Context: an optimization exercise on an open-source flow, tuned for small area. The choices shown serve that exercise and are no tape-out recipe. Function was checked by simulation only, so behaviour that the tests miss may differ from the original. The clock port is modelled as an ideal driver; clocking choices that lean on that would not hold on a real chip.

==> inputs of job 8424 <==
Design rms_peak_axis, start of the top module:
module rms_peak_axis #(
    parameter integer C_S_AXI_DATA_WIDTH = 32,
    parameter integer C_S_AXI_ADDR_WIDTH = 4,
    parameter integer AUDIO_WIDTH        = 16,
    parameter integer ALPHA_WIDTH        = 16,
    parameter integer CORE_LATENCY       = 3
)(
    input  wire aclk,
    input  wire aresetn,
    input  wire [31:0] s_axis_tdata,
    input  wire        s_axis_tlast,
    input  wire        s_axis_tvalid,
    output wire        s_axis_tready,
    output wire [31:0] m_axis_tdata,
    output wire        m_axis_tlast,
    output wire        m_axis_tvalid,
    input  wire        m_axis_tready,
    input  wire [C_S_AXI_ADDR_WIDTH-1:0] s_axi_awaddr,
    input  wire                          s_axi_awvalid,
    output wire                          s_axi_awready,
    input  wire [C_S_AXI_DATA_WIDTH-1:0] s_axi_wdata,
    input  wire [3:0]                    s_axi_wstrb,
    input  wire                          s_axi_wvalid,
    output wire                          s_axi_wready,
    output wire [1:0]                    s_axi_bresp,
    output wire                          s_axi_bvalid,
    input  wire                          s_axi_bready,
    input  wire [C_S_AXI_ADDR_WIDTH-1:0] s_axi_araddr,
    input  wire                          s_axi_arvalid,
    output wire                          s_axi_arready,
    output wire [C_S_AXI_DATA_WIDTH-1:0] s_axi_rdata,
    output wire [1:0]                    s_axi_rresp,
    output wire                          s_axi_rvalid,
    input  wire                          s_axi_rready
);
==> flow/config.mk <==
export PLATFORM = sky130hd
export DESIGN_NAME = rms_peak_axis
export DESIGN_NICKNAME = rms_peak_axis
export VERILOG_FILES = /design/flow/design.v
export SDC_FILE = /design/flow/constraint.sdc
export NUM_CORES = 4
export LEC_CHECK = 0
export ABC_AREA = 0
export CAP_MARGIN = 20
export CORE_MARGIN = 2
export CORE_UTILIZATION = 50
export SLEW_MARGIN = 20
export SYNTH_HIERARCHICAL = 1
==> flow/constraint.sdc <==
create_clock -name core_clock -period 12.0 [get_ports {aclk}]
set_input_delay 2.4000 -clock core_clock [delete_from_list [all_inputs] [get_ports {aclk}]]
set_output_delay 2.4000 -clock core_clock [all_outputs]
set_load 0.01 [all_outputs]
standard.sh (not shown) runs the stock make flow with config.mk's settings and CLKGATE_MAP_FILE= SYNTH_SCRIPT=/design/flow/synth_recipe.tcl, a recipe that flattens the netlist after the stock synthesis.
==> flow/flow/run.sh <==
#!/bin/bash
# Standard ORFS layout through the standard.sh (standard synthesis
# unchanged) with two changes: port buffers are the smallest buffer (buf_1)
# instead of the delay cell buffer_ports picks by default, and CTS builds
# smaller leaf clusters of clkbuf cells without dummy clock loads.
# Each ORFS step logs to orfs/logs/...; make's own output goes to flow_make.log.
set -euo pipefail
bash standard.sh \
  'BUFFER_PORTS_ARGS=-buffer_cell sky130_fd_sc_hd__buf_1' \
  'CTS_ARGS=-sink_clustering_enable -repair_clock_nets -dont_use_dummy_load -buf_list sky130_fd_sc_hd__clkbuf_4 -sink_clustering_size 8 -sink_clustering_max_diameter 50' \
  finish > flow_make.log 2>&1
==> job 1289: changes against job 8424 <==
--- a/flow/design.v
+++ b/flow/design.v
@@ -11,18 +11,18 @@
     output reg  [14:0] dout
 );
     wire        sgn = din[15];
     wire [14:0] mag = (din[14:0] ^ {15{sgn}}) + {14'b0, sgn & (|din[14:0])};
     reg  [14:0] abs_val;
     reg  [30:0] env_acc;
     reg  [14:0] abs_val_d1;
     wire [14:0] env_hi = env_acc[30:16];
-    wire s1, c2;
-    rms_fa u_s1 (.a(env_acc[16]), .b(~abs_val[0]), .c(1'b1), .s(s1), .co(c2));
+    wire s1 = env_acc[16] ^ ~abs_val[0] ^ 1'b1;
+    wire c2 = (env_acc[16] & ~abs_val[0]) | (1'b1 & (env_acc[16] ^ ~abs_val[0]));
     wire s3, c4;
     rms_fa u_s3 (.a(env_acc[17]), .b(~abs_val[1]), .c(c2), .s(s3), .co(c4));
     wire s5, c6;
     rms_fa u_s5 (.a(env_acc[18]), .b(~abs_val[2]), .c(c4), .s(s5), .co(c6));
     wire s7, c8;
     rms_ha u_s7 (.a(env_acc[19]), .b(~abs_val[3]), .s(s7), .co(c8));
     wire s9, c10;
     rms_fa u_s9 (.a(env_acc[20]), .b(~abs_val[4]), .c(c8), .s(s9), .co(c10));
@@ -438,42 +438,42 @@
     wire s290, c291;
     rms_fa u_s290 (.a(pp179), .b(pp195), .c(pp211), .s(s290), .co(c291));
     wire s292, c293;
     rms_ha u_s292 (.a(pp227), .b(env_acc[13]), .s(s292), .co(c293));
     wire s294, c295;
     rms_fa u_s294 (.a(s261), .b(pp164), .c(pp180), .s(s294), .co(c295));
     wire s296, c297;
     rms_fa u_s296 (.a(pp196), .b(pp212), .c(pp228), .s(s296), .co(c297));
-    wire s298, c299;
-    rms_fa u_s298 (.a(pp244), .b(env_acc[14]), .c(1'b1), .s(s298), .co(c299));
+    wire s298 = pp244 ^ 1'b1 ^ env_acc[14];
+    wire c299 = (pp244 & 1'b1) | (env_acc[14] & (pp244 ^ 1'b1));
     wire s300, c301;
     rms_fa u_s300 (.a(c262), .b(s263), .c(pp165), .s(s300), .co(c301));
     wire s302, c303;
     rms_fa u_s302 (.a(pp181), .b(pp197), .c(pp213), .s(s302), .co(c303));
     wire s304, c305;
     rms_fa u_s304 (.a(pp229), .b(pp245), .c(env_acc[15]), .s(s304), .co(c305));
     wire s306, c307;
     rms_fa u_s306 (.a(c264), .b(s265), .c(pp166), .s(s306), .co(c307));
     wire s308, c309;
     rms_fa u_s308 (.a(pp182), .b(pp198), .c(pp214), .s(s308), .co(c309));
     wire s310, c311;
     rms_fa u_s310 (.a(pp230), .b(pp246), .c(env_acc[16]), .s(s310), .co(c311));
     wire s312, c313;
     rms_fa u_s312 (.a(c266), .b(s267), .c(pp183), .s(s312), .co(c313));
     wire s314, c315;
     rms_fa u_s314 (.a(pp199), .b(pp215), .c(pp231), .s(s314), .co(c315));
-    wire s316, c317;
-    rms_fa u_s316 (.a(pp247), .b(env_acc[17]), .c(1'b1), .s(s316), .co(c317));
+    wire s316 = pp247 ^ 1'b1 ^ env_acc[17];
+    wire c317 = (pp247 & 1'b1) | (env_acc[17] & (pp247 ^ 1'b1));
     wire s318, c319;
     rms_fa u_s318 (.a(c268), .b(s269), .c(pp184), .s(s318), .co(c319));
     wire s320, c321;
     rms_fa u_s320 (.a(pp200), .b(pp216), .c(pp232), .s(s320), .co(c321));
-    wire s322, c323;
-    rms_fa u_s322 (.a(pp248), .b(env_acc[18]), .c(1'b1), .s(s322), .co(c323));
+    wire s322 = pp248 ^ 1'b1 ^ env_acc[18];
+    wire c323 = (pp248 & 1'b1) | (env_acc[18] & (pp248 ^ 1'b1));
     wire s324, c325;
     rms_fa u_s324 (.a(c270), .b(ps153), .c(pp169), .s(s324), .co(c325));
     wire s326, c327;
     rms_fa u_s326 (.a(pp185), .b(pp201), .c(pp217), .s(s326), .co(c327));
     wire s328, c329;
     rms_fa u_s328 (.a(pp233), .b(pp249), .c(env_acc[19]), .s(s328), .co(c329));
     wire s330, c331;
     rms_fa u_s330 (.a(pp170), .b(pp186), .c(pp202), .s(s330), .co(c331));
@@ -500,26 +500,26 @@
     rms_fa u_s351 (.a(pp124), .b(pp140), .c(pp156), .s(s351), .co(c352));
     wire s353 = ~pp172;
     wire s354, c355;
     rms_fa u_s354 (.a(pp125), .b(pp141), .c(pp157), .s(s354), .co(c355));
     wire s356, c357;
     rms_ha u_s356 (.a(pp173), .b(env_acc[7]), .s(s356), .co(c357));
     wire s358, c359;
     rms_fa u_s358 (.a(s271), .b(pp158), .c(pp174), .s(s358), .co(c359));
-    wire s360, c361;
-    rms_fa u_s360 (.a(pp190), .b(env_acc[8]), .c(1'b1), .s(s360), .co(c361));
+    wire s360 = pp190 ^ 1'b1 ^ env_acc[8];
+    wire c361 = (pp190 & 1'b1) | (env_acc[8] & (pp190 ^ 1'b1));
     wire s362, c363;
     rms_fa u_s362 (.a(c272), .b(s273), .c(pp159), .s(s362), .co(c363));
     wire s364, c365;
     rms_fa u_s364 (.a(pp175), .b(pp191), .c(env_acc[9]), .s(s364), .co(c365));
     wire s366, c367;
     rms_fa u_s366 (.a(c274), .b(s275), .c(s277), .s(s366), .co(c367));
-    wire s368, c369;
-    rms_fa u_s368 (.a(pp208), .b(env_acc[10]), .c(1'b1), .s(s368), .co(c369));
+    wire s368 = pp208 ^ 1'b1 ^ env_acc[10];
+    wire c369 = (pp208 & 1'b1) | (env_acc[10] & (pp208 ^ 1'b1));
     wire s370, c371;
     rms_fa u_s370 (.a(c276), .b(c278), .c(s279), .s(s370), .co(c371));
     wire s372, c373;
     rms_fa u_s372 (.a(s281), .b(pp209), .c(env_acc[11]), .s(s372), .co(c373));
     wire s374, c375;
     rms_fa u_s374 (.a(c280), .b(c282), .c(s283), .s(s374), .co(c375));
     wire s376, c377;
     rms_fa u_s376 (.a(s285), .b(s287), .c(env_acc[12]), .s(s376), .co(c377));
@@ -556,43 +556,43 @@
     wire s408, c409;
     rms_fa u_s408 (.a(s330), .b(s332), .c(s334), .s(s408), .co(c409));
     wire s410, c411;
     rms_fa u_s410 (.a(c331), .b(c333), .c(env_acc[20]), .s(s410), .co(c411));
     wire s412, c413;
     rms_fa u_s412 (.a(s335), .b(s337), .c(env_acc[21]), .s(s412), .co(c413));
     wire s414, c415;
     rms_fa u_s414 (.a(c336), .b(c338), .c(s339), .s(s414), .co(c415));
-    wire s416, c417;
-    rms_fa u_s416 (.a(s341), .b(env_acc[22]), .c(1'b1), .s(s416), .co(c417));
+    wire s416 = s341 ^ 1'b1 ^ env_acc[22];
+    wire c417 = (s341 & 1'b1) | (env_acc[22] & (s341 ^ 1'b1));
     wire s418, c419;
     rms_fa u_s418 (.a(c340), .b(c342), .c(s343), .s(s418), .co(c419));
     wire s420, c421;
     rms_fa u_s420 (.a(pp237), .b(pp253), .c(env_acc[23]), .s(s420), .co(c421));
     wire s422, c423;
     rms_fa u_s422 (.a(c344), .b(s345), .c(pp238), .s(s422), .co(c423));
-    wire s424, c425;
-    rms_fa u_s424 (.a(pp254), .b(env_acc[24]), .c(1'b1), .s(s424), .co(c425));
+    wire s424 = pp254 ^ 1'b1 ^ env_acc[24];
+    wire c425 = (pp254 & 1'b1) | (env_acc[24] & (pp254 ^ 1'b1));
     wire s426, c427;
     rms_fa u_s426 (.a(c346), .b(ps207), .c(pp223), .s(s426), .co(c427));
     wire s428, c429;
     rms_fa u_s428 (.a(pp239), .b(pp255), .c(env_acc[25]), .s(s428), .co(c429));
     wire s430, c431;
     rms_fa u_s430 (.a(pp224), .b(pp240), .c(pp256), .s(s430), .co(c431));
     wire s432 = ~env_acc[26];
     wire s433, c434;
     rms_fa u_s433 (.a(ps225), .b(pp241), .c(pp257), .s(s433), .co(c434));
     wire s435, c436;
     rms_ha u_s435 (.a(pp242), .b(pp258), .s(s435), .co(c436));
     wire s437, c438;
     rms_ha u_s437 (.a(pp120), .b(pp136), .s(s437), .co(c438));
     wire s439, c440;
     rms_ha u_s439 (.a(pp121), .b(pp137), .s(s439), .co(c440));
-    wire s441, c442;
-    rms_fa u_s441 (.a(s347), .b(pp154), .c(1'b1), .s(s441), .co(c442));
+    wire s441 = s347 ^ pp154 ^ 1'b1;
+    wire c442 = (s347 & pp154) | (1'b1 & (s347 ^ pp154));
     wire s443, c444;
     rms_fa u_s443 (.a(c348), .b(s349), .c(pp155), .s(s443), .co(c444));
     wire s445, c446;
     rms_fa u_s445 (.a(c350), .b(s351), .c(s353), .s(s445), .co(c446));
     wire s447, c448;
     rms_fa u_s447 (.a(c352), .b(pp172), .c(s354), .s(s447), .co(c448));
     wire s449, c450;
     rms_fa u_s449 (.a(c355), .b(c357), .c(s358), .s(s449), .co(c450));
@@ -629,26 +629,26 @@
     wire s481, c482;
     rms_fa u_s481 (.a(c419), .b(c421), .c(s422), .s(s481), .co(c482));
     wire s483, c484;
     rms_fa u_s483 (.a(c423), .b(c425), .c(s426), .s(s483), .co(c484));
     wire s485, c486;
     rms_fa u_s485 (.a(c427), .b(c429), .c(s430), .s(s485), .co(c486));
     wire s487, c488;
     rms_fa u_s487 (.a(c431), .b(env_acc[26]), .c(s433), .s(s487), .co(c488));
-    wire s489, c490;
-    rms_fa u_s489 (.a(c434), .b(s435), .c(1'b1), .s(s489), .co(c490));
+    wire s489 = c434 ^ s435 ^ 1'b1;
+    wire c490 = (c434 & s435) | (1'b1 & (c434 ^ s435));
     wire s491, c492;
     rms_fa u_s491 (.a(c436), .b(ps243), .c(pp259), .s(s491), .co(c492));
     wire s493 = ~pp260;
     wire s494 = ~pp118;
     wire s495, c496;
     rms_ha u_s495 (.a(pp119), .b(env_acc[1]), .s(s495), .co(c496));
-    wire s497, c498;
-    rms_fa u_s497 (.a(s437), .b(env_acc[2]), .c(1'b1), .s(s497), .co(c498));
+    wire s497 = s437 ^ 1'b1 ^ env_acc[2];
+    wire c498 = (s437 & 1'b1) | (env_acc[2] & (s437 ^ 1'b1));
     wire s499, c500;
     rms_fa u_s499 (.a(c438), .b(s439), .c(env_acc[3]), .s(s499), .co(c500));
     wire s501, c502;
     rms_fa u_s501 (.a(c440), .b(s441), .c(env_acc[4]), .s(s501), .co(c502));
     wire s503, c504;
     rms_fa u_s503 (.a(c442), .b(s443), .c(env_acc[5]), .s(s503), .co(c504));
     wire s505, c506;
     rms_fa u_s505 (.a(c444), .b(s445), .c(env_acc[6]), .s(s505), .co(c506));
==> summary.txt <==
- Between job 8424 and job 1289, the lower final cell count is in job 8424 (gap 2.5%, measured against job 1289).
- Against job 8424, the sequential share of layout area of job 1289 is higher by 0.064 points.
- Between job 8424 and job 1289, the lower utilization is in job 1289 (gap 0.29 points).
- Of job 1289 and job 8424, job 8424 has the higher clock-buffer cell count (gap 2).
- Against job 1289, the non-clock buffer count of job 8424 is higher by 4.
- Between job 1289 and job 8424, the lower clock skew is in job 1289 (gap 22 ps).
- In job 8424 the synthesized cell count is lower than in job 1289, by about 5%.
==> figures <==
                                                                          job 1289                        job 8424
Compound-gate portion of the synthesized area                                24.4%                           25.0%
Pre-CTS setup slack                                                         690 ps                          660 ps
Core Area                                                              43,200 um^2                     43,100 um^2
Setup slack of the worst register-to-register path                          520 ps                          500 ps
Cell count after synthesis                                                   1,875                           1,785
Netlist cell types                                                              64                              63
Utilization after layout                                                     55.9%                           56.2%
Ratio of layout area to synthesized area                                    1.103x                          1.108x
Area of the multi-input gates                                          16,100 um^2                     16,500 um^2
Status                                                     complete, no violations         complete, no violations
Die span in x                                                               213 um                          213 um
Post-Route WL                                                            63,300 um                       62,300 um
Vias in the first global route                                              18,509                          17,982
R2r endpoint                                        u_rms_r.env_acc[27]$_SDFF_PN0_  u_rms_r.env_acc[28]$_SDFF_PN0_
Wl on met1                                                               26,100 um                       25,500 um

========
==> inputs of run G <==
Another version of the RTL of rms_peak_axis (not shown whole).
clock: 12.0 ns
lec_check: 0
abc_area: 0
cap_margin: 20
core_margin: 2
core_utilization: 50
slew_margin: 20
synth_hierarchical: 1
==> flow/flow/run.sh <==
#!/bin/bash
# Standard ORFS layout through the standard.sh (standard synthesis
# unchanged) with three changes: port buffers are the smallest buffer (buf_1)
# instead of the delay cell buffer_ports picks by default; CTS builds smaller
# leaf clusters of clkbuf cells without dummy clock loads; and detailed
# placement keeps a free site beside each a222oi_1 cell (flow/pad.tcl) so the
# router can reach its pins.
# Each ORFS step logs to orfs/logs/...; make's own output goes to flow_make.log.
set -euo pipefail
PAD="$(pwd)/flow/pad.tcl"
bash standard.sh \
  'BUFFER_PORTS_ARGS=-buffer_cell sky130_fd_sc_hd__buf_1' \
  'CTS_ARGS=-sink_clustering_enable -repair_clock_nets -dont_use_dummy_load -buf_list sky130_fd_sc_hd__clkbuf_4 -sink_clustering_size 8 -sink_clustering_max_diameter 50' \
  "PRE_DETAIL_PLACE_TCL=$PAD" "PRE_CTS_TCL=$PAD" "PRE_GLOBAL_ROUTE_TCL=$PAD" "PRE_REPAIR_TIMING_POST_PLACE_TCL=$PAD" \
  finish > flow_make.log 2>&1
==> flow/flow/pad.tcl <==
# Keep one free site on each side of every AND-OR-INVERT a222oi_1 cell: its
# pins are hard for the detailed router to reach when neighbours abut it.
set_placement_padding -masters [get_lib_cells sky130_fd_sc_hd__a222oi_1] -left 1 -right 1
==> inputs of run K, as changes to run G <==
==> flow/flow/run.sh (replaced) <==
#!/bin/bash
# Standard ORFS layout through the standard.sh (standard synthesis
# unchanged) with two changes: port buffers are the smallest buffer (buf_1)
# instead of the delay cell buffer_ports picks by default, and CTS builds
# smaller leaf clusters of clkbuf cells without dummy clock loads.
# Each ORFS step logs to orfs/logs/...; make's own output goes to flow_make.log.
set -euo pipefail
bash standard.sh \
  'BUFFER_PORTS_ARGS=-buffer_cell sky130_fd_sc_hd__buf_1' \
  'CTS_ARGS=-sink_clustering_enable -repair_clock_nets -dont_use_dummy_load -buf_list sky130_fd_sc_hd__clkbuf_4 -sink_clustering_size 8 -sink_clustering_max_diameter 50' \
  finish > flow_make.log 2>&1
removed: flow/flow/pad.tcl
==> comparison table <==
Run status: run K timing/DRC/antenna clean; run G aborted with a tool error
Stage where the flow stopped: run K -; run G detailed placement
Count of input and output buffers: run K 147; run G 147
Io pins: run K 162; run G 162
Share of synthesized flip-flops with an asynchronous set or reset: run K 0%; run G 0%
Row cnt: run K 78; run G 78
Post-Synth XOR/XNOR Area: run K 3.22%; run G 3.22%
Post-synthesis sequential element count: run K 258; run G 258
Simple-Gate Fraction of Synth Area: run K 10.1%; run G 10.1%
Post-synthesis instance total: run K 2103; run G 2103
Count of distinct cell types in the synthesized netlist: run K 73; run G 73
Synth warnings: run K 8; run G 8
Most used DFF post-synth: run K dfxtp_1; run G dfxtp_1
Synth Area in Adders: run K 34.8%; run G 34.8%
Cell with the most instances after synthesis: run K fa_1; run G fa_1
Average cell area after synthesis: run K 10.9 um2; run G 10.9 um2
Starting utilization of the core area: run K 50.5%; run G 50.5%
Sequential-to-total area share from yosys stat: run K 22.6%; run G 22.6%
Share of the synthesized area in compound gates (AO/OA/AOI/OAI): run K 18.2%; run G 18.2%
Netlist area before placement: run K 0.0228 mm2; run G 0.0228 mm2
Multiplexer share of the synthesized area: run K 6.26%; run G 6.26%
Die height: run K 218 um; run G 218 um

-- what the ideal ports hide --
Ports are ideal in the flow. The routed layouts listed here were re-timed in OpenROAD.
Step 1 sets driving cells, clkbuf_16 on the clock port and buf_2 on the other inputs (assumed; they add their load-dependent delay and slew).
Step 2 adds t to the input delays and takes it off the output delays; t is the mean of the earliest and latest rising clock arrival at the registers after step 1. Input paths then give back, and output paths get back, about the clock's delay inside the block.
Three values: ideal, step 1, step 2; two values: the first two.
| run | t (ns) | setup slack, ns | latest minus earliest clock arrival (ns) |
|---|---|---|---|
| job 8424 | 0.741 | 0.499 / 0.499 / 0.499 | 0.134 / 0.134 |
| job 1289 | 0.760 | 0.524 / 0.524 / 0.524 | 0.119 / 0.119 |
| run K | 0.777 | 1.019 / 1.019 / 1.019 | 0.118 / 0.119 |
After both steps setup and hold are still met in every run listed.
